This design comes from an exercise in tuning for small area, a short achievable clock period and few clock cycles per item on the open sky130 flow, not from production work.
The RTL was checked by simulation tests, not by an equivalence proof against the original design.
No activity file was given, so power comes from the tool's default toggle rates.

<file path="flow/flow/run.sh">
#!/bin/bash
# Standard layout, with the ports buffered by plain buffers (buf_4, which the
# resizer may size up or down within the buf footprint) instead of the delay
# cells buffer_ports picks by default.
set -euo pipefail
bash standard.sh "BUFFER_PORTS_ARGS=-buffer_cell sky130_fd_sc_hd__buf_4" finish > standard.log 2>&1
</file>
<file path="flow/standard.sh">
#!/bin/bash
# synth_recipe.tcl (not shown) runs the flow's synth.tcl, then flattens the netlist and writes it again
# the make line also repeats each setting of config.mk as NAME=value (left out here)
make -C /OpenROAD-flow-scripts/flow DESIGN_CONFIG=/design/flow/config.mk WORK_HOME=/design/flow/orfs CLKGATE_MAP_FILE= SYNTH_SCRIPT=/design/flow/synth_recipe.tcl "${@:-finish}"
</file>
<file path="flow/config.mk">
export PLATFORM = sky130hd
export DESIGN_NAME = memoryModule
export DESIGN_NICKNAME = memoryModule
export VERILOG_FILES = /design/flow/design.v
export SDC_FILE = /design/flow/constraint.sdc
export NUM_CORES = 4
export LEC_CHECK = 0
export CAP_MARGIN = 20
export CORE_MARGIN = 2
export CORE_UTILIZATION = 60
export CTS_CLUSTER_DIAMETER = 80
export CTS_CLUSTER_SIZE = 28
export GPL_TIMING_DRIVEN = 0
export SETUP_SLACK_MARGIN = 0.5
export SLEW_MARGIN = 20
export SYNTH_HIERARCHICAL = 1
export SYNTH_MINIMUM_KEEP_SIZE = 0
export TNS_END_PERCENT = 5
</file>
<file path="flow/constraint.sdc">
create_clock -name core_clock -period 6.0 [get_ports {clk}]
set_input_delay 1.2000 -clock core_clock [delete_from_list [all_inputs] [get_ports {clk}]]
set_output_delay 1.2000 -clock core_clock [all_outputs]
set_load 0.01 [all_outputs]
</file>
<file path="flow/design.v">
`timescale 1ns / 1ps
module memoryModule #(
	parameter ramWidth = 8,
	parameter addrSize = 8) (
	input clk, rst, isIndirect,
	input [1:0] cntrl,
	input [addrSize-1:0] addr,
	input [ramWidth-1:0] dataIn,
	output [ramWidth-1:0] dataOut,
	output dataReady
	);
	reg ph;                  
	reg [15:0] ptrH, ptrL;   
	wire [7:0] rdata;
	wire startInd = cntrl[1] & isIndirect & ~ph;
	assign dataReady = cntrl[1] & (ph | ~isIndirect);
	assign dataOut = rdata;
	wire we = cntrl == 2'b11 && (ph || !isIndirect);
	wire [7:0] wdata = rst ? 8'd0 : we ? dataIn : rdata;
	wire [7:0] lt = addr & {8{~ph}};
	wire [7:0] lf = ~addr & {8{~ph}};
	wire [15:0] Hn, Ln;
	genvar g, b;
	generate
		for (g = 0; g < 16; g = g + 1) begin : dec
			g_a41oi uh (.a1(g[3] ? lt[7] : lf[7]), .a2(g[2] ? lt[6] : lf[6]),
			            .a3(g[1] ? lt[5] : lf[5]), .a4(g[0] ? lt[4] : lf[4]),
			            .b1(ptrH[g]), .y(Hn[g]));
			g_a41oi ul (.a1(g[3] ? lt[3] : lf[3]), .a2(g[2] ? lt[2] : lf[2]),
			            .a3(g[1] ? lt[1] : lf[1]), .a4(g[0] ? lt[0] : lf[0]),
			            .b1(ptrL[g]), .y(Ln[g]));
		end
	endgenerate
	wire [255:0] row;
	wire [2047:0] words;
	generate
		for (g = 0; g < 256; g = g + 1) begin : word
			reg [7:0] q;
			g_o21ai ur (.a1(Hn[g/16]), .a2(Ln[g%16]), .b1(~rst), .y(row[g]));
			assign words[g*8 +: 8] = q;
			always @(posedge clk)
				if (row[g]) q <= wdata;
		end
	endgenerate
	generate
		for (b = 0; b < 8; b = b + 1) begin : rbit
			wire [31:0] s1;
			wire [15:0] s2;
			wire [3:0] s3;
			wire [1:0] s4;
			for (g = 0; g < 32; g = g + 1) begin : t1
				g_ao8 u (.r(row[8*g +: 8]),
				         .q({words[(8*g+7)*8+b], words[(8*g+6)*8+b], words[(8*g+5)*8+b], words[(8*g+4)*8+b],
				             words[(8*g+3)*8+b], words[(8*g+2)*8+b], words[(8*g+1)*8+b], words[(8*g)*8+b]}),
				         .y(s1[g]));
			end
			for (g = 0; g < 16; g = g + 1) begin : t2
				g_nor2 u (.a(s1[2*g]), .b(s1[2*g+1]), .y(s2[g]));
			end
			for (g = 0; g < 4; g = g + 1) begin : t3
				g_nand4 u (.a(s2[4*g]), .b(s2[4*g+1]), .c(s2[4*g+2]), .d(s2[4*g+3]), .y(s3[g]));
			end
			g_nor2 t4a (.a(s3[0]), .b(s3[1]), .y(s4[0]));
			g_nor2 t4b (.a(s3[2]), .b(s3[3]), .y(s4[1]));
			g_nand2 t5 (.a(s4[0]), .b(s4[1]), .y(rdata[b]));
		end
	endgenerate
	integer m;
	always @(posedge clk) begin
		if (rst) ph <= 1'b0;
		else ph <= startInd;
		for (m = 0; m < 16; m = m + 1) begin
			ptrH[m] <= ~rst & startInd & (rdata[7:4] == m);
			ptrL[m] <= ~rst & startInd & (rdata[3:0] == m);
		end
	end
endmodule
module g_a41oi (input a1, a2, a3, a4, b1, output y);
	assign y = ~((a1 & a2 & a3 & a4) | b1);
endmodule
module g_ao8 (input [7:0] r, input [7:0] q, output y);
	assign y = ~(~((r[0] & q[0]) | (r[1] & q[1])) & ~((r[2] & q[2]) | (r[3] & q[3])) &
	             ~((r[4] & q[4]) | (r[5] & q[5])) & ~((r[6] & q[6]) | (r[7] & q[7])));
endmodule
module g_o21ai (input a1, a2, b1, output y);
	assign y = ~((a1 | a2) & b1);
endmodule
module g_nand4 (input a, b, c, d, output y);
	assign y = ~(a & b & c & d);
endmodule
module g_nand2 (input a, b, output y);
	assign y = ~(a & b);
endmodule
module g_nor2 (input a, b, output y);
	assign y = ~(a | b);
endmodule
</file>
==> results.py, run 1 <==
metrics = {
    "synth": {
        "synthCells": 3930,
        "yosys.cell_count.top_type": "edfxtp_1",
        "ys_ff_latch": 2081,
        "synth-edff-count": 2048,
        "synthArstFlopShare": 0,
        "yosys-top-cells-area": "edfxtp_1 82%, a22oi_1 10%, nand4_1 2.4%, o21ai_1 1.7%, dfxtp_1 0.89%",
        "ys_types": 25,
        "syn-num-nets": 3951,
        "synthFlopType": "edfxtp_1",
        "yosys-top-cells-count": "2048 x edfxtp_1, 1024 x a22oi_1, 288 x nand4_1, 256 x o21ai_1, 176 x nor2_1",
        "synth_top_cell_by_area": "edfxtp_1",
        "yosysWarnings": 7,
        "synth-seq-area-share": 0.8338,
        "synth.top_cell.area_share": 0.8249,
        "syn_area_per_cell_um2": 18.97,
        "synth.cell_area_um2": 74550,
    },
    "clock_network": {
        "htree_num_levels": 3,
        "insertion_delay_ns": 0.72,
        "cts_buffers": 88,
        "cts.sinks": 2081,
        "clk_pin_slew_ns": 0.11,
        "cts_tree": "built",
        "cts_root_buf": "clkbuf_16",
        "clockBufferDepth": 3,
    },
    "global_route": {
        "grt_pass1_vias": 39251,
        "grt_overflow": 0,
        "grt_antenna_before_repair": 1,
        "grt_first_pass_wirelength_um": 258700,
        "track_usage": 0.2768,
        "grt_max_degree": 52,
    },
    "hold_path": {
        "hold_class": "input port to flip-flop",
    },
    "power": {
        "vdd_drop_max_uv": 290.0,
        "comb_power_share": 0.080,
        "p_leak_nw": 27.76,
        "p_int_w": 0.02073,
        "seqPwrFrac": 0.653,
        "p_per_area_nw_per_um2": 310.3,
        "p_switching_w": 0.005906,
        "pwr-share-clk": 0.267,
        "switching_share": 0.2217,
    },
    "run_status": {
        "outcome": "timing/DRC/antenna clean",
    },
    "layout": {
        "synthToLayoutAreaGrowth_pct": 15.15,
        "postLayoutCellArea_um2": 85850,
        "drive_gt1_frac": 0.1638,
        "antenna_cells": 0,
        "layout.nets": 4270,
    },
    "floorplanning": {
        "dieWidth_um": 356.5,
        "floorplan.rows": 129,
        "coreArea_um2": 123500,
        "die-area_um2": 127100,
        "ios": 30,
        "die_h_um": 356.5,
        "start_util": 0.6038,
    },
    "placed_design": {
        "port_buffers": 29,
        "dpl-instance-area_um2": 80650,
        "place_congestion": 0.8061,
        "dp.final_hpwl_um": 113000,
        "dp_slack_ns": -1.801,
    },
    "sta": {
        "rsz0062_at_grt": "true",
        "min_period_over_period": 0.9541,
        "fin_skew_ns": 0.03294,
        "finalSetupViolCount": 0,
        "fmax_mhz": 174.7,
        "max_slew_margin": 0.4025,
        "hold_viol": 0,
        "worst_slack_ns": 0.2751,
        "slew_viol_final": 0,
        "worst_pin_slew_ns": 0.8775,
        "min_period_ns": 5.725,
    },
    "drt": {
        "drc": 0,
        "wl_per_cell_um": 29.71,
        "postRouteAntennaNets": 0,
        "drtIter0Drc": 5446,
        "drt-vias-per-instance": 6.868,
        "drtPass1Iterations": 6,
        "routed_wl_um": 176100,
        "vias": 40713,
    },
    "critical_path": {
        "critPathMaxFanout": 16,
        "crit_arrival_ns": 4.52,
        "cp-end-kind": "primary output",
        "required_ns": 4.80,
        "path_class": "flip-flop to primary output",
        "cp-start-kind": "flip-flop",
    },
    "job": {
        "drv_cap": 0,
    },
}
## final timing paths
kind	startpoint	to	slack, ns	cells past startpoint
min reg2reg	word[148].q[0]	ptrL[0]	1.0	7
max	ph	dataOut[4]	0.28	13
min	dataIn[2]	word[37].q[2]	1.0	3
max reg2reg	ph	word[81].q[5]	0.65	20
## power groups by stage
| stage | Clock (W) | Sequential, W | Combinational, W |
|---|---|---|---|
| final | 0.00712 | 0.0174 | 0.00213 |
| after global routing | 0.00779 | 0.0175 | 0.00230 |
| after CTS | 0.00727 | 0.0174 | 0.00213 |
| after detailed placement | 0 | 0.0177 | 0.00199 |
| after global placement | 0 | 0.0178 | 0.00157 |
| after floorplan | 0 | 0.0177 | 0.00104 |
## through the flow
| step | utilization | power (W) | hold slack (ns) | setup TNS, ns | cells |
|---|---|---|---|---|---|
| after floorplan | - | 0.01871 | 0.7460 | -2455.45 | 3930 |
| after global routing | 0.6953 | 0.02754 | 0.9633 | 0 | 5928 |
| after detailed placement | 0.6532 | 0.01971 | 1.091 | -2152.32 | 5720 |
| after global placement | 0.6230 | 0.01935 | 1.070 | - | 5596 |
| final | 0.6953 | 0.02664 | 0.9950 | 0 | 5928 |
| after CTS | 0.6952 | 0.02679 | 0.9954 | 0 | 5927 |
## per-layer routing
metal	up-vias	routed length, um	track usage	share of wire
li1	17676	-	-	-
met1	21163	73420	0.4144	0.42
met2	1664	85060	0.4376	0.48
met3	210	13440	0.03831	0.076
met4	0	4207	0.07089	0.024
met5	-	0	0	0
## flip-flops by register name, summed over array words and instances (netlist names)
name	cells
word.q	2048
ptrL	16
ph	1
ptrH	16
## placed cells by master (no fill, tap or decap), types with 32 or more instances in the layout
cell	count
edfxtp_1	2048
a22oi_1	1021
nand4_1	288
dfxtp_1	32
clkbuf_16	90
nor2_1	137
o21ai_2	157
buf_16	91
a41oi_4	32
o21ai_4	99
buf_8	36
buf_4	71
## worst max-delay path: stages, from the launching register on
cell and delay (ns):
dfxtp_4 0.44, buf_6 0.21, nor2_4 0.52, a41oi_4 0.21
buf_12 0.19, buf_8 0.18, o21ai_2 0.70, a22oi_1 0.22
nand4_1 0.16, nor2_1 0.09, nand4_1 0.22, nor2_1 0.13
nand2_2 0.32, buf_4 0.19
## repair_timing
item / 4_1_cts / 5_1_grt
cloned: 6 / 0
pin swaps: 50 / 0
hold endpoints to repair: 0 / 0
hold buffers: 0 / 0
setup endpoints to repair: 2087 / 94
setup buffers: 69 / 1
gates resized for setup: 315 / 1
## per-module statistics from Yosys (local to each module, per instance)
module	area (um^2)	times used	flops+latches
g_nor2	3.754	144	0
g_ao8	36.28	256	0
memoryModule	62690	1	2081
g_a41oi	16.27	32	0
g_o21ai	5.005	256	0
g_nand2	3.754	8	0
g_nand4	6.256	32	0
## cells by family (layout without fill, tap and decap cells)
kind of cell,after synthesis,after routing,share of synthesized area
buf+inv,7,368,0.0004867
compound gates,1312,1312,0.1273
flops,2081,2081,0.8338
mux,8,8,0.001074
simple gates,522,522,0.03734
## final cells by class
type	count	area (um^2)
Sequential cell	2081	62160
Fill cell	7672	37630
Multi-Input combinational cell	1842	14740
Timing Repair Buffer	229	4203
Clock buffer	107	2295
Tap cell	1637	2048
Clock inverter	25	329.1
Buffer	6	60.06
Inverter	1	5.005
Testbench counts, summed over its fixed seeds: cycles 7,680, items 6,400.
==> run 2: changes to the inputs <==
--- a/flow/config.mk
+++ b/flow/config.mk
@@ -11,7 +11,7 @@
 export CTS_CLUSTER_DIAMETER = 80
 export CTS_CLUSTER_SIZE = 28
 export GPL_TIMING_DRIVEN = 0
-export SETUP_SLACK_MARGIN = 0.5
+export SETUP_SLACK_MARGIN = 1.5
 export SLEW_MARGIN = 20
 export SYNTH_HIERARCHICAL = 1
 export SYNTH_MINIMUM_KEEP_SIZE = 0
==> results.py, run 2 <==
metrics = {
    "run_status": {
        "outcome": "timing/DRC/antenna clean",
    },
    "hold_path": {
        "hold_class": "flip-flop to flip-flop",
        "hold_depth": 3,
    },
    "power": {
        "vdd_drop_max_uv": 292.5,
        "p_per_area_nw_per_um2": 294.3,
        "p_leak_nw": 30.76,
    },
    "layout": {
        "synthToLayoutAreaGrowth_pct": 23.92,
        "antenna_cells": 0,
        "fin_cells": 6442,
        "layout.nets": 4784,
        "drive_gt1_frac": 0.2853,
        "final_cell_mix": "2048 x edfxtp_1, 920 x a22oi_1, 506 x buf_4, 288 x nand4_1, 246 x o21ai_4",
        "top_regs": "word.q (2048), ptrH (16), ptrL (16)",
        "regMostFlops": "word.q",
        "final_common_cell": "edfxtp_1",
        "largest_reg_flops": 2048,
    },
    "floorplanning": {
        "start_util": 0.6038,
        "ios": 30,
        "die-area_um2": 127100,
        "coreArea_um2": 123500,
        "dieWidth_um": 356.5,
        "die_h_um": 356.5,
        "floorplan.rows": 129,
    },
    "global_route": {
        "track_usage": 0.2879,
        "grt_max_degree": 33,
        "grt_overflow": 0,
        "grt_antenna_before_repair": 5,
        "grt_first_pass_wirelength_um": 268600,
        "grt_pass1_vias": 41064,
    },
    "clock_network": {
        "cts.sinks": 2081,
        "clk_pin_slew_ns": 0.11,
        "htree_num_levels": 3,
        "cts_root_buf": "clkbuf_16",
        "cts_buffers": 88,
        "insertion_delay_ns": 0.73,
        "clockBufferDepth": 3,
        "cts_tree": "built",
    },
    "critical_path": {
        "cp-start-kind": "input port",
        "cp_common_cell": "buf_4",
        "worstRegToRegCells": 19,
        "required_ns": 4.80,
        "crit_arrival_ns": 4.15,
        "cp-end-kind": "primary output",
        "slowest_delay_ns": 0.38,
        "path_cells": "buf_4 -> nor2_4 -> buf_12 -> a41oi_4 -> buf_12 -> buf_4 -> o21ai_4 -> a22oi_1 -> nand4_1 -> nor2_2 -> nand4_1 -> nor2_2 -> nand2_4 -> buf_4",
        "critPathMaxFanout": 11,
        "path_class": "input port to primary output",
        "critPathSlowestCell": "a41oi_4",
    },
    "sta": {
        "fin_setup_tns_ns": 0,
        "fmax_mhz": 186.8,
        "min_period_ns": 5.353,
        "min_period_over_period": 0.8921,
        "fin_skew_ns": 0.03237,
        "slew_viol_final": 0,
        "worst_pin_slew_ns": 0.8233,
        "finalSetupViolCount": 0,
        "rsz0062_at_grt": "true",
        "max_slew_margin": 0.4394,
        "hold_viol": 0,
    },
    "synth": {
        "syn-num-nets": 3951,
        "synthCells": 3930,
        "syn_area_per_cell_um2": 18.97,
        "yosysWarnings": 7,
        "yosys-top-cells-area": "edfxtp_1 82%, a22oi_1 10%, nand4_1 2.4%, o21ai_1 1.7%, dfxtp_1 0.89%",
        "ys_types": 25,
        "yosys-top-cells-count": "2048 x edfxtp_1, 1024 x a22oi_1, 288 x nand4_1, 256 x o21ai_1, 176 x nor2_1",
        "synth-edff-count": 2048,
        "ys_ff_latch": 2081,
        "synth.top_cell.area_share": 0.8249,
        "synthFlopType": "edfxtp_1",
        "yosys.cell_count.top_type": "edfxtp_1",
        "synth.cell_area_um2": 74550,
        "synth-seq-area-share": 0.8338,
        "synthArstFlopShare": 0,
        "synth_top_cell_by_area": "edfxtp_1",
    },
    "drt": {
        "vias": 43540,
        "wl_per_cell_um": 29.77,
        "postRouteAntennaNets": 0,
        "drc": 0,
        "drtIter0Drc": 6021,
        "drtPass1Iterations": 6,
        "drt-vias-per-instance": 6.759,
        "routed_wl_um": 191800,
    },
    "placed_design": {
        "dp.final_hpwl_um": 113000,
        "port_buffers": 29,
        "dp_cells": 5720,
        "place_congestion": 0.8061,
    },
    "job": {
        "drv_cap": 0,
    },
}
==> run 2: cell counts after synthesis <==
No cell type changed its count.
==> run 2: per-layer routing <==
layer,part of all wire,track usage,wire length [um]
met5,0.00019,0,36
met1,0.41,0.4280,78120
met4,0.029,0.08886,5571
met2,0.48,0.4536,92400
met3,0.082,0.03688,15630
==> run 2: kinds of logic after synthesis <==
| logic type | after synthesis | share of synthesized area |
|---|---|---|
| muxes | 8 | 0.001074 |
| DFF | 2081 | 0.8338 |
| buffers and inverters | 7 | 0.0004867 |
| and+or+nand+nor | 522 | 0.03734 |
| AOI/OAI and AO/OA | 1312 | 0.1273 |
==> run 2: layout make-up <==
type,instances,area (um^2)
Sequential cell,2081,62160
Fill cell,6995,31090
Multi-Input combinational cell,1849,16690
Timing Repair Buffer,736,8778
Clock buffer,107,2295
Tap cell,1637,2048
Clock inverter,25,329.1
Buffer,6,70.07
Inverter,1,8.758
==> run 2: stage by stage <==
step | worst slack, ns | hold slack [ns] | power, W | instance area, um^2 | util
floorplan | -1.334 | 0.7460 | 0.01871 | 74660 | -
global placement | -7.595 | 1.070 | 0.01935 | 76930 | 0.6230
detailed placement | -1.801 | 1.091 | 0.01971 | 80650 | 0.6532
CTS | 0.7392 | 0.9259 | 0.02701 | 89240 | 0.7227
global route | 0.6217 | 1.011 | 0.02804 | 92380 | 0.7482
finish | 0.6474 | 1.001 | 0.02719 | 92380 | 0.7482
==> run 2: Yosys stat by module (local to each module, per instance) <==
| module | times used | flops+latches | cells inside |
|---|---|---|---|
| memoryModule | 1 | 2081 | 2178 |
| g_ao8 | 256 | 0 | 5 |
| g_a41oi | 32 | 0 | 1 |
| g_nand4 | 32 | 0 | 1 |
| g_o21ai | 256 | 0 | 1 |
| g_nand2 | 8 | 0 | 1 |
| g_nor2 | 144 | 0 | 1 |
==> run 2: worst max-delay path: cells and delay by family <==
kind	cells	cell delay, ns
AO/OA/AOI/OAI	3	0.74
buffers and inverters	5	0.84
AND/OR/NAND/NOR	6	1.34
==> run 2: where the power goes <==
| group | switching (W) | internal [W] | total (W) |
|---|---|---|---|
| sequential | 0.000289 | 0.0171 | 0.0174 |
| combinational | 0.00162 | 0.000979 | 0.00259 |
| clock | 0.00426 | 0.00293 | 0.00719 |
==> run 2: repair_timing <==
action / 4_1_cts / 5_1_grt
gates resized for setup: 544 / 156
hold endpoints to repair: 0 / 0
pin swaps: 141 / 171
hold buffers: 0 / 0
setup buffers: 295 / 274
cloned: 11 / 10
setup endpoints to repair: 2088 / 1782
==> run 2: worst paths after layout <==
path	start	end	slack, ns
hold / removal	ptrH[4]	word[78].q[6]	1.00
setup / recovery	addr[0]	dataOut[6]	0.65
setup reg to reg	ph	word[84].q[6]	1.07
hold reg to reg	ptrH[4]	word[78].q[6]	1.00
==> run 3: changes to the inputs <==
--- a/flow/config.mk
+++ b/flow/config.mk
@@ -11,7 +11,7 @@
 export CTS_CLUSTER_DIAMETER = 80
 export CTS_CLUSTER_SIZE = 28
 export GPL_TIMING_DRIVEN = 0
-export SETUP_SLACK_MARGIN = 1.5
+export SETUP_SLACK_MARGIN = 0.75
 export SLEW_MARGIN = 20
 export SYNTH_HIERARCHICAL = 1
 export SYNTH_MINIMUM_KEEP_SIZE = 0
==> results.py, run 3 <==
metrics = {
    "layout": {
        "top_regs": "word.q (2048), ptrH (16), ptrL (16)",
        "postLayoutCellArea_um2": 90490,
        "antenna_cells": 0,
        "final_cell_mix": "2048 x edfxtp_1, 975 x a22oi_1, 357 x buf_4, 288 x nand4_1, 243 x o21ai_4",
        "synthToLayoutAreaGrowth_pct": 21.39,
        "layout.nets": 4614,
        "regMostFlops": "word.q",
        "largest_reg_flops": 2048,
        "final_common_cell": "edfxtp_1",
        "drive_gt1_frac": 0.2440,
    },
    "synth": {
        "synth-edff-count": 2048,
        "yosys.area_share.simple": 0.03734,
        "synthFlopType": "edfxtp_1",
        "synth-seq-area-share": 0.8338,
        "synth-compound-area-share": 0.1273,
        "yosys.cell_count.top_type": "edfxtp_1",
        "yosys-top-cells-area": "edfxtp_1 82%, a22oi_1 10%, nand4_1 2.4%, o21ai_1 1.7%, dfxtp_1 0.89%",
        "syn-num-nets": 3951,
        "synth.cell_area_um2": 74550,
        "synthCells": 3930,
        "yosys-top-cells-count": "2048 x edfxtp_1, 1024 x a22oi_1, 288 x nand4_1, 256 x o21ai_1, 176 x nor2_1",
        "synth_xor_area_frac": 0,
        "synth_top_cell_by_area": "edfxtp_1",
        "ys_types": 25,
        "synthArstFlopShare": 0,
        "synth_top_family_by_area": "compound AO/OA/AOI/OAI gates",
        "syn_area_per_cell_um2": 18.97,
        "synth.area.mux_share": 0.001074,
        "ys_ff_latch": 2081,
        "synth.top_cell.area_share": 0.8249,
        "yosysWarnings": 7,
        "synthAdderAreaFrac": 0,
    },
    "sta": {
        "worst_pin_slew_ns": 0.8761,
        "rsz0062_at_grt": "true",
        "min_period_over_period": 0.9027,
        "fmax_mhz": 184.6,
        "finalSetupViolCount": 0,
        "max_slew_margin": 0.4034,
        "holdWs_ns": 0.9506,
        "slew_viol_final": 0,
        "hold_viol": 0,
        "fin_skew_ns": 0.03625,
        "min_period_ns": 5.416,
    },
    "drt": {
        "drt-vias-per-instance": 6.794,
        "drtPass1Iterations": 8,
        "routed_wl_um": 187000,
        "postRouteAntennaNets": 0,
        "drc": 0,
        "drtIter0Drc": 5949,
        "wl_per_cell_um": 29.81,
        "vias": 42614,
    },
    "run_status": {
        "outcome": "timing/DRC/antenna clean",
    },
    "critical_path": {
        "critPathMaxFanout": 16,
        "cp-start-kind": "input port",
        "startpoint": "addr[1]",
        "cp-end-kind": "primary output",
        "path_cells": "buf_4 -> nor2b_4 -> a41oi_4 -> buf_8 -> o21ai_4 -> a22oi_1 -> nand4_1 -> nor2_1 -> nand4_1 -> nor2_4 -> nand2_4 -> buf_4",
        "critPathBufInv": 3,
        "slowest_delay_ns": 0.37,
        "required_ns": 4.80,
        "r2r_start": "ph",
        "crit_family": "simple AND/OR/NAND/NOR gates",
        "path_class": "input port to primary output",
        "critPathSlowestCell": "a41oi_4",
        "crit_arrival_ns": 4.22,
        "crit_cells": 12,
        "worstRegToRegCells": 19,
    },
    "clock_network": {
        "clk_pin_slew_ns": 0.11,
        "insertion_delay_ns": 0.73,
        "clockBufferDepth": 3,
        "cts_tree": "built",
        "holdBufCountCts": 0,
        "cts_buffers": 88,
        "htree_num_levels": 3,
        "cts.sinks": 2081,
        "cts_root_buf": "clkbuf_16",
    },
    "global_route": {
        "use_met3": 0.03714,
        "grt_first_pass_wirelength_um": 265700,
        "track_usage": 0.2847,
        "grt_antenna_before_repair": 2,
        "use_met1": 0.4265,
        "grt_max_degree": 33,
        "grt_overflow": 0,
        "grt_pass1_vias": 40384,
        "top_usage_layer": "met2",
        "gr-usage-met2": 0.4485,
    },
    "floorplanning": {
        "coreArea_um2": 123500,
        "floorplan.rows": 129,
        "dieWidth_um": 356.5,
        "ios": 30,
        "die_h_um": 356.5,
        "die-area_um2": 127100,
        "start_util": 0.6038,
    },
    "hold_path": {
        "hold_start": "word[148].q[0]",
        "hold_depth": 7,
        "hold_class": "flip-flop to flip-flop",
    },
    "placed_design": {
        "port_buffers": 29,
        "place_congestion": 0.8061,
        "dp.final_hpwl_um": 113000,
        "dpl-instance-area_um2": 80650,
    },
    "power": {
        "p_switching_w": 0.006093,
        "power_w": 0.02703,
        "vdd_drop_max_uv": 292.7,
        "seqPwrFrac": 0.644,
        "p_int_w": 0.02093,
        "p_leak_nw": 29.82,
        "pwr-share-clk": 0.265,
        "comb_power_share": 0.091,
        "p_per_area_nw_per_um2": 298.7,
        "switching_share": 0.2254,
    },
    "job": {
        "drv_cap": 0,
    },
}
## run 3: power groups by stage
stage,clock network (W),registers [W],logic [W]
detailed placement,0,0.0177,0.00199
global route,0.00780,0.0175,0.00262
finish,0.00717,0.0174,0.00246
floorplan,0,0.0177,0.00104
global placement,0,0.0178,0.00157
CTS,0.00727,0.0174,0.00229
## run 3: final cells by class
cell class,count,area (um^2)
Sequential cell,2081,62160
Fill cell,7188,32980
Multi-Input combinational cell,1849,16320
Timing Repair Buffer,566,7259
Clock buffer,107,2295
Tap cell,1637,2048
Clock inverter,25,329.1
Buffer,6,68.82
Inverter,1,8.758
## run 3: cell families after synthesis
logic type / after synthesis
buffers and inverters: 7
AO/OA/AOI/OAI: 1312
flip-flops: 2081
multiplexers: 8
AND/OR/NAND/NOR: 522
## run 3: worst min-delay path, stage by stage (launching register included)
cell and delay (ns):
edfxtp_1 0.34, a22oi_1 0.06, nand4_1 0.09, nor2_1 0.06, nand4_1 0.13, nor2_4 0.08, nand2_4 0.11, nor3_2 0.05
## run 3: path summary, 6_finish.rpt
kind	end	slack, ns
max	dataOut[0]	0.58
min	ptrL[0]	0.95
max reg2reg	word[99].q[5]	0.89
min reg2reg	ptrL[0]	0.95
## run 3: repair_timing
item / in CTS / in global routing
cloned: 11 / 6
pin swaps: 128 / 88
setup endpoints to repair: 2088 / 129
setup buffers: 197 / 206
resized for setup: 527 / 68
endpoints found under the hold margin: 0 / 0
## run 3: modules after synthesis, one instance, submodules excluded
module	cells inside	area, um^2
memoryModule	2178	62690
g_ao8	5	36.28
g_a41oi	1	16.27
g_nand4	1	6.256
g_o21ai	1	5.005
g_nand2	1	3.754
g_nor2	1	3.754
## run 3: per-layer routing
metal | wire [um] | vias to the layer above
li1 | - | 18380
met3 | 14920 | 262
met5 | 0 | -
met2 | 89610 | 1927
met1 | 76940 | 22045
met4 | 5487 | 0
## run 3: through the flow
stage	setup slack [ns]	std cells	TNS [ns]	util
floorplan	-1.334	3930	-2455.45	-
global placement	-7.595	5596	-	0.6230
detailed placement	-1.801	5720	-2152.32	0.6532
CTS	0.7350	6060	0	0.7149
global route	0.5438	6272	0	0.7329
finish	0.5840	6272	0	0.7329
==> run 4: changes to the inputs <==
--- a/flow/config.mk
+++ b/flow/config.mk
@@ -11,7 +11,7 @@
 export CTS_CLUSTER_DIAMETER = 80
 export CTS_CLUSTER_SIZE = 28
 export GPL_TIMING_DRIVEN = 0
-export SETUP_SLACK_MARGIN = 0.75
+export SETUP_SLACK_MARGIN = 1.0
 export SLEW_MARGIN = 20
 export SYNTH_HIERARCHICAL = 1
 export SYNTH_MINIMUM_KEEP_SIZE = 0
==> results.py, run 4 <==
metrics = {
    "power": {
        "vdd_drop_max_uv": 295.0,
        "p_per_area_nw_per_um2": 298.7,
        "p_leak_nw": 29.79,
        "power_w": 0.02700,
    },
    "drt": {
        "wl_per_cell_um": 29.56,
        "postRouteAntennaNets": 0,
        "drc": 0,
        "drtPass1Iterations": 6,
        "drt-vias-per-instance": 6.788,
        "vias": 42513,
        "routed_wl_um": 185100,
        "drtIter0Drc": 5618,
    },
    "synth": {
        "synth.cell_area_um2": 74550,
        "ys_types": 25,
        "yosys-top-cells-count": "2048 x edfxtp_1, 1024 x a22oi_1, 288 x nand4_1, 256 x o21ai_1, 176 x nor2_1",
        "synth_top_cell_by_area": "edfxtp_1",
        "yosysWarnings": 7,
        "ys_ff_latch": 2081,
        "syn_area_per_cell_um2": 18.97,
        "synth-seq-area-share": 0.8338,
        "synthArstFlopShare": 0,
        "synth-edff-count": 2048,
        "synthCells": 3930,
        "syn-num-nets": 3951,
        "synth.top_cell.area_share": 0.8249,
        "yosys-top-cells-area": "edfxtp_1 82%, a22oi_1 10%, nand4_1 2.4%, o21ai_1 1.7%, dfxtp_1 0.89%",
        "synthFlopType": "edfxtp_1",
        "yosys.cell_count.top_type": "edfxtp_1",
    },
    "floorplanning": {
        "dieWidth_um": 356.5,
        "die_h_um": 356.5,
        "ios": 30,
        "die-area_um2": 127100,
        "start_util": 0.6038,
        "floorplan.rows": 129,
        "coreArea_um2": 123500,
    },
    "layout": {
        "drive_gt1_frac": 0.2429,
        "regMostFlops": "word.q",
        "utilization": 0.7321,
        "top_regs": "word.q (2048), ptrH (16), ptrL (16)",
        "final_cell_mix": "2048 x edfxtp_1, 976 x a22oi_1, 349 x buf_4, 288 x nand4_1, 240 x o21ai_4",
        "largest_reg_flops": 2048,
        "synthToLayoutAreaGrowth_pct": 21.25,
        "layout.nets": 4603,
        "final_common_cell": "edfxtp_1",
        "fin_cells": 6263,
        "fill_cells": 7187,
    },
    "critical_path": {
        "path_class": "input port to primary output",
        "required_ns": 4.80,
        "cp-end-kind": "primary output",
        "cp-start-kind": "input port",
        "critPathMaxFanout": 8,
        "crit_arrival_ns": 4.17,
    },
    "global_route": {
        "top_usage_layer": "met2",
        "grt_max_degree": 33,
        "use_met1": 0.4283,
        "grt_overflow": 0,
        "grt_first_pass_wirelength_um": 267300,
        "use_met3": 0.03724,
        "grt_pass1_vias": 40675,
        "gr-usage-met2": 0.4536,
        "grt_antenna_before_repair": 3,
        "track_usage": 0.2868,
    },
    "sta": {
        "worst_pin_slew_ns": 0.8834,
        "finalSetupViolCount": 0,
        "min_period_over_period": 0.8945,
        "hold_viol": 0,
        "fin_skew_ns": 0.03399,
        "rsz0062_at_grt": "true",
        "slew_viol_final": 0,
        "worst_slack_ns": 0.6328,
        "min_period_ns": 5.367,
        "fin_setup_tns_ns": 0,
        "fmax_mhz": 186.3,
        "max_slew_margin": 0.3985,
    },
    "clock_network": {
        "clockBufferDepth": 3,
        "cts_buffers": 88,
        "clk_pin_slew_ns": 0.11,
        "holdBufCountCts": 0,
        "cts.sinks": 2081,
        "cts_tree": "built",
        "insertion_delay_ns": 0.73,
        "cts_root_buf": "clkbuf_16",
        "htree_num_levels": 3,
    },
    "placed_design": {
        "dp_cells": 5720,
        "dp_slack_ns": -1.801,
        "place_congestion": 0.8061,
        "port_buffers": 29,
        "dp.final_hpwl_um": 113000,
    },
    "job": {
        "drv_cap": 0,
    },
    "run_status": {
        "outcome": "timing/DRC/antenna clean",
    },
    "hold_path": {
        "hold_class": "flip-flop to flip-flop",
    },
}
## run 4: cell counts after synthesis
No cell type changed its count.
## run 4: repair_timing
action | in CTS | in global routing
gates resized for setup | 556 | 53
setup endpoints to repair | 2088 | 575
buffers inserted | 238 | 155
pin swaps | 145 | 73
gates cloned | 13 | 3
## run 4: metal layers
metal	wire length, um	vias to the layer above	part of all wire
met3	14640	251	0.079
li1	-	18349	-
met5	12	-	0.000065
met4	4893	2	0.026
met2	88950	1921	0.48
met1	76630	21990	0.41
## run 4: cell type report
cell class	instances	area [um^2]	share of cell area
Sequential cell	2081	62160	0.6877
Multi-Input combinational cell	1848	16310	0.1804
Timing Repair Buffer	556	7168	0.07930
Clock buffer	107	2295	0.02539
Tap cell	1637	2048	0.02266
Clock inverter	25	329.1	0.003640
Buffer	6	68.82	0.0007613
Inverter	1	8.758	0.00009689
Antenna cell	2	5.005	0.00005537
## run 4: stage by stage
stage / hold WS [ns] / area, um^2
after detailed placement: 1.091 / 80650
after global placement: 1.070 / 76930
after global routing: 1.032 / 90390
after CTS: 0.9870 / 88840
after floorplan: 0.7460 / 74660
final: 1.008 / 90390
## run 4: kinds of logic (layout without fill, tap and decap cells)
kind of cell	Yosys count	in the layout	synth area share
flip-flops	2081	2081	0.8338
AO/OA/AOI/OAI	1312	1318	0.1273
multiplexers	8	8	0.001074
buffers and inverters	7	695	0.0004867
other	0	2	0
AND/OR/NAND/NOR	522	522	0.03734
## run 4: per-module statistics from Yosys (local to each module, per instance)
module,cells inside,cell area [um^2]
g_a41oi,1,16.27
g_nand4,1,6.256
g_o21ai,1,5.005
g_ao8,5,36.28
g_nor2,1,3.754
g_nand2,1,3.754
memoryModule,2178,62690
## run 4: worst max-delay path: stages
cell,delay [ns]
buf_6,0.12
and2b_4,0.26
a41oi_4,0.35
buf_12,0.24
o21ai_4,0.14
clkbuf_4,0.24
a22oi_1,0.21
nand4_1,0.20
nor2_2,0.26
nand4_1,0.34
nor2_4,0.26
nand2_4,0.14
buf_4,0.18
## run 4: worst paths after layout
kind | from | to | slack, ns | depth (start not counted)
min reg2reg | word[145].q[4] | ptrH[0] | 1.01 | 7
min | word[145].q[4] | ptrH[0] | 1.01 | 7
max reg2reg | ph | word[81].q[5] | 0.84 | 18
max | addr[0] | dataOut[7] | 0.63 | 13
## run 4: report_power, final
group	leakage (nW)	total [W]	switching, W	internal, W
clock	1.27	0.00716	0.00423	0.00293
combinational	8.04	0.00245	0.00156	0.000886
sequential	20.5	0.0174	0.000275	0.0171
total	29.8	0.0270	0.00607	0.0209
==> run 5: changes to the inputs <==
--- a/flow/config.mk
+++ b/flow/config.mk
@@ -7,7 +7,7 @@
 export LEC_CHECK = 0
 export CAP_MARGIN = 20
 export CORE_MARGIN = 2
-export CORE_UTILIZATION = 60
+export CORE_UTILIZATION = 66
 export CTS_CLUSTER_DIAMETER = 80
 export CTS_CLUSTER_SIZE = 28
 export GPL_TIMING_DRIVEN = 0
==> results.py, run 5 <==
metrics = {
    "floorplanning": {
        "die_h_um": 340.1,
        "start_util": 0.6645,
        "coreArea_um2": 112200,
        "ios": 30,
        "floorplan.rows": 123,
        "die-area_um2": 115700,
        "dieWidth_um": 340.1,
    },
    "drt": {
        "drtIter0Drc": 6404,
        "drt-vias-per-instance": 7.025,
        "vias": 44582,
        "wl_per_cell_um": 30.58,
        "postRouteAntennaNets": 0,
        "drc": 0,
        "routed_wl_um": 194100,
        "drtPass1Iterations": 8,
    },
    "global_route": {
        "grt_first_pass_wirelength_um": 270400,
        "grt_antenna_before_repair": 3,
        "track_usage": 0.3176,
        "grt_overflow": 0,
        "grt_pass1_vias": 41289,
        "grt_max_degree": 71,
    },
    "clock_network": {
        "clk_pin_slew_ns": 0.11,
        "holdBufCountCts": 0,
        "cts_root_buf": "clkbuf_16",
        "cts.sinks": 2081,
        "cts_tree": "built",
        "insertion_delay_ns": 0.72,
        "htree_num_levels": 3,
        "cts_buffers": 85,
        "clockBufferDepth": 3,
    },
    "hold_path": {
        "hold_depth": 3,
        "hold_start": "ptrL[1]",
        "hold_end": "word[81].q[1]",
        "hold_class": "flip-flop to flip-flop",
    },
    "critical_path": {
        "critPathSlowestCell": "nand4_1",
        "required_ns": 4.80,
        "path_cells": "buf_6 -> nor2b_4 -> a41oi_4 -> clkbuf_16 -> buf_16 -> buf_4 -> o21ai_4 -> buf_6 -> a22oi_2 -> nand4_1 -> nor2_2 -> nand4_1 -> nor2_4 -> nand2_4 -> buf_6",
        "r2r_start": "ph",
        "cp-start-kind": "input port",
        "slowest_delay_ns": 0.39,
        "path_class": "input port to primary output",
        "regToRegSetupSlack_ns": 0.78,
        "worstRegToRegCells": 21,
        "critPathMaxFanout": 10,
        "cp_common_cell": "buf_6",
        "crit_arrival_ns": 4.19,
        "cp-end-kind": "primary output",
        "r2r_end": "word[80].q[6]",
    },
    "sta": {
        "fin_skew_ns": 0.03382,
        "min_period_ns": 5.388,
        "max_slew_margin": 0.4525,
        "fmax_mhz": 185.6,
        "fin_setup_tns_ns": 0,
        "worst_slack_ns": 0.6123,
        "min_period_over_period": 0.8980,
        "rsz0062_at_grt": "true",
        "worst_pin_slew_ns": 0.8212,
        "slew_viol_final": 0,
        "finalSetupViolCount": 0,
        "hold_viol": 0,
    },
    "synth": {
        "yosys-top-cells-count": "2048 x edfxtp_1, 1024 x a22oi_1, 288 x nand4_1, 256 x o21ai_1, 176 x nor2_1",
        "ys_types": 25,
        "synthFlopType": "edfxtp_1",
        "ys_ff_latch": 2081,
        "synthArstFlopShare": 0,
        "synth.cell_area_um2": 74550,
        "yosys-top-cells-area": "edfxtp_1 82%, a22oi_1 10%, nand4_1 2.4%, o21ai_1 1.7%, dfxtp_1 0.89%",
        "synthCells": 3930,
        "yosys.cell_count.top_type": "edfxtp_1",
        "synth-edff-count": 2048,
        "syn_area_per_cell_um2": 18.97,
        "synth-seq-area-share": 0.8338,
        "synth_top_cell_by_area": "edfxtp_1",
        "yosysWarnings": 7,
        "syn-num-nets": 3951,
        "synth.top_cell.area_share": 0.8249,
    },
    "layout": {
        "largest_reg_flops": 2048,
        "regMostFlops": "word.q",
        "synthToLayoutAreaGrowth_pct": 23.90,
        "drive_gt1_frac": 0.2871,
        "final_cell_mix": "2048 x edfxtp_1, 927 x a22oi_1, 544 x buf_4, 288 x nand4_1, 247 x o21ai_4",
        "postLayoutCellArea_um2": 92360,
        "layout.nets": 4831,
        "top_regs": "word.q (2048), ptrH (16), ptrL (16)",
        "final_common_cell": "edfxtp_1",
    },
    "power": {
        "power_w": 0.02698,
        "vdd_drop_max_uv": 278.2,
        "p_leak_nw": 30.90,
        "p_per_area_nw_per_um2": 292.1,
    },
    "placed_design": {
        "port_buffers": 29,
        "dpl-instance-area_um2": 80400,
        "dp_slack_ns": -1.645,
        "place_congestion": 0.8262,
        "dp.final_hpwl_um": 109500,
    },
    "job": {
        "drv_cap": 0,
    },
    "run_status": {
        "outcome": "timing/DRC/antenna clean",
    },
}
==> run 5: cell types whose count changed in the layout (fill, tap and decap cells not counted), sizes merged <==
cell	change
diode	-1
inv	-5
bufbuf	-1
buf	+227
clkinv	-5
clkinvlp	-2
clkbuf	+1
mux2i	+2
o21ai	+4
==> run 5: power breakdown <==
part	total [W]	internal, W	switching (W)
Sequential	0.0174	0.0171	0.000307
Clock	0.00693	0.00283	0.00410
Combinational	0.00262	0.000992	0.00163
==> run 5: final cells by class <==
| class | instances | area, um^2 |
|---|---|---|
| antenna | 1 | 2.502 |
| buffer | 6 | 70.07 |
| fill | 5116 | 19830 |
| multi-input combinational | 1854 | 16670 |
| inverter | 1 | 16.27 |
| timing repair buffer | 781 | 9129 |
| clock buffer | 109 | 2260 |
| clock inverter | 13 | 176.4 |
| tap | 1500 | 1877 |
| sequential | 2081 | 62160 |
==> run 5: per-module statistics from Yosys (local to each module, per instance) <==
| module | cells inside | copies in the design |
|---|---|---|
| g_nand2 | 1 | 8 |
| g_o21ai | 1 | 256 |
| g_nor2 | 1 | 144 |
| g_ao8 | 5 | 256 |
| g_a41oi | 1 | 32 |
| g_nand4 | 1 | 32 |
| memoryModule | 2178 | 1 |
==> run 5: cells by family (layout without fill, tap and decap cells) <==
| group | after synthesis | after routing | share of synthesized area |
|---|---|---|---|
| AO/OA/AOI/OAI | 1312 | 1322 | 0.1273 |
| multiplexers | 8 | 10 | 0.001074 |
| buffers and inverters | 7 | 910 | 0.0004867 |
| flip-flops | 2081 | 2081 | 0.8338 |
| other | 0 | 1 | 0 |
| AND/OR/NAND/NOR | 522 | 522 | 0.03734 |
==> run 5: how the worst max path moves through the flow <==
stage | depth (start not counted) | slack [ns] | endpoint | start
after floorplan | 12 | -1.33 | word[0].q[1] | addr[5]
after global placement | 13 | -7.30 | word[90].q[5] | addr[2]
after detailed placement | 18 | -1.64 | word[241].q[5] | addr[4]
after CTS | 15 | 0.76 | dataOut[5] | addr[4]
after global routing | 14 | 0.65 | dataOut[0] | addr[0]
final | 15 | 0.61 | dataOut[6] | addr[1]
==> run 5: routing by layer <==
layer | vias up | part of all wire | global-route usage
met3 | 419 | 0.093 | 0.05066
met4 | 6 | 0.039 | 0.09919
met1 | 22763 | 0.38 | 0.4655
met2 | 2591 | 0.48 | 0.5025
met5 | - | 0.00017 | 0
li1 | 18803 | - | -
==> run 5: worst max-delay path, delay by kind of cell <==
family	cells	cell delay, ns
buffers and inverters	6	0.90
AND/OR/NAND/NOR	6	1.41
AO/OA/AOI/OAI	3	0.65
==> run 5: through the flow <==
stage	std cells	hold WS, ns	utilization
after floorplan	3930	0.7460	-
after global placement	5459	1.104	0.6841
after detailed placement	5577	1.104	0.7166
after CTS	6003	0.9773	0.7934
after global routing	6345	1.034	0.8233
final	6346	1.034	0.8233
==> run 5: repair_timing <==
item	4_1_cts	5_1_grt
setup endpoints to repair	2088	598
gates cloned	22	5
gates resized for setup	591	103
pin swaps	188	166
buffers inserted	282	337

[port drivers added, routing unchanged]
The results above use ideal ports. As a check the final layouts listed here were re-extracted and re-timed, cells and wires unchanged. Step 1 (the two cells are an assumption about what drives the block):
set clk [get_ports {clk}]
set_driving_cell -lib_cell sky130_fd_sc_hd__clkbuf_16 $clk
set_driving_cell -lib_cell sky130_fd_sc_hd__buf_2 [delete_from_list [all_inputs] $clk]
Step 2 moves the port delays by t, midway between the first and last clock arrival at a register: inputs arrive t later, outputs are due t later. That takes back most of the time a late clock gives input paths. a / b / c = no drivers / after step 1 / after step 2; a / b = the first two.
| run | t (ns) | setup WS [ns] | worst hold slack (ns) | clock arrival spread, ns | slew at the worst register clock pin (ns) |
|---|---|---|---|---|---|
| run 1 | 0.780 | 0.275 / 0.192 / -0.090 | 0.995 / 0.943 / 0.998 | 0.033 / 0.033 | 0.11 / 0.11 |
| run 2 | 0.782 | 0.647 / 0.579 / 0.215 | 1.001 / 1.001 / 1.001 | 0.032 / 0.032 | 0.12 / 0.12 |
| run 3 | 0.789 | 0.584 / 0.533 / 0.030 | 0.951 / 0.951 / 0.951 | 0.036 / 0.036 | 0.11 / 0.11 |
| run 4 | 0.782 | 0.633 / 0.523 / -0.026 | 1.008 / 1.007 / 1.008 | 0.034 / 0.035 | 0.11 / 0.11 |
| run 5 | 0.784 | 0.612 / 0.473 / -0.152 | 1.034 / 1.007 / 1.034 | 0.034 / 0.034 | 0.12 / 0.12 |
Met with ideal ports but missed after step 2: setup timing in run 1, run 4 and run 5. The setup slack of run 5, which loses most, moves by -0.139 ns with the drivers and by -0.764 ns with both steps.
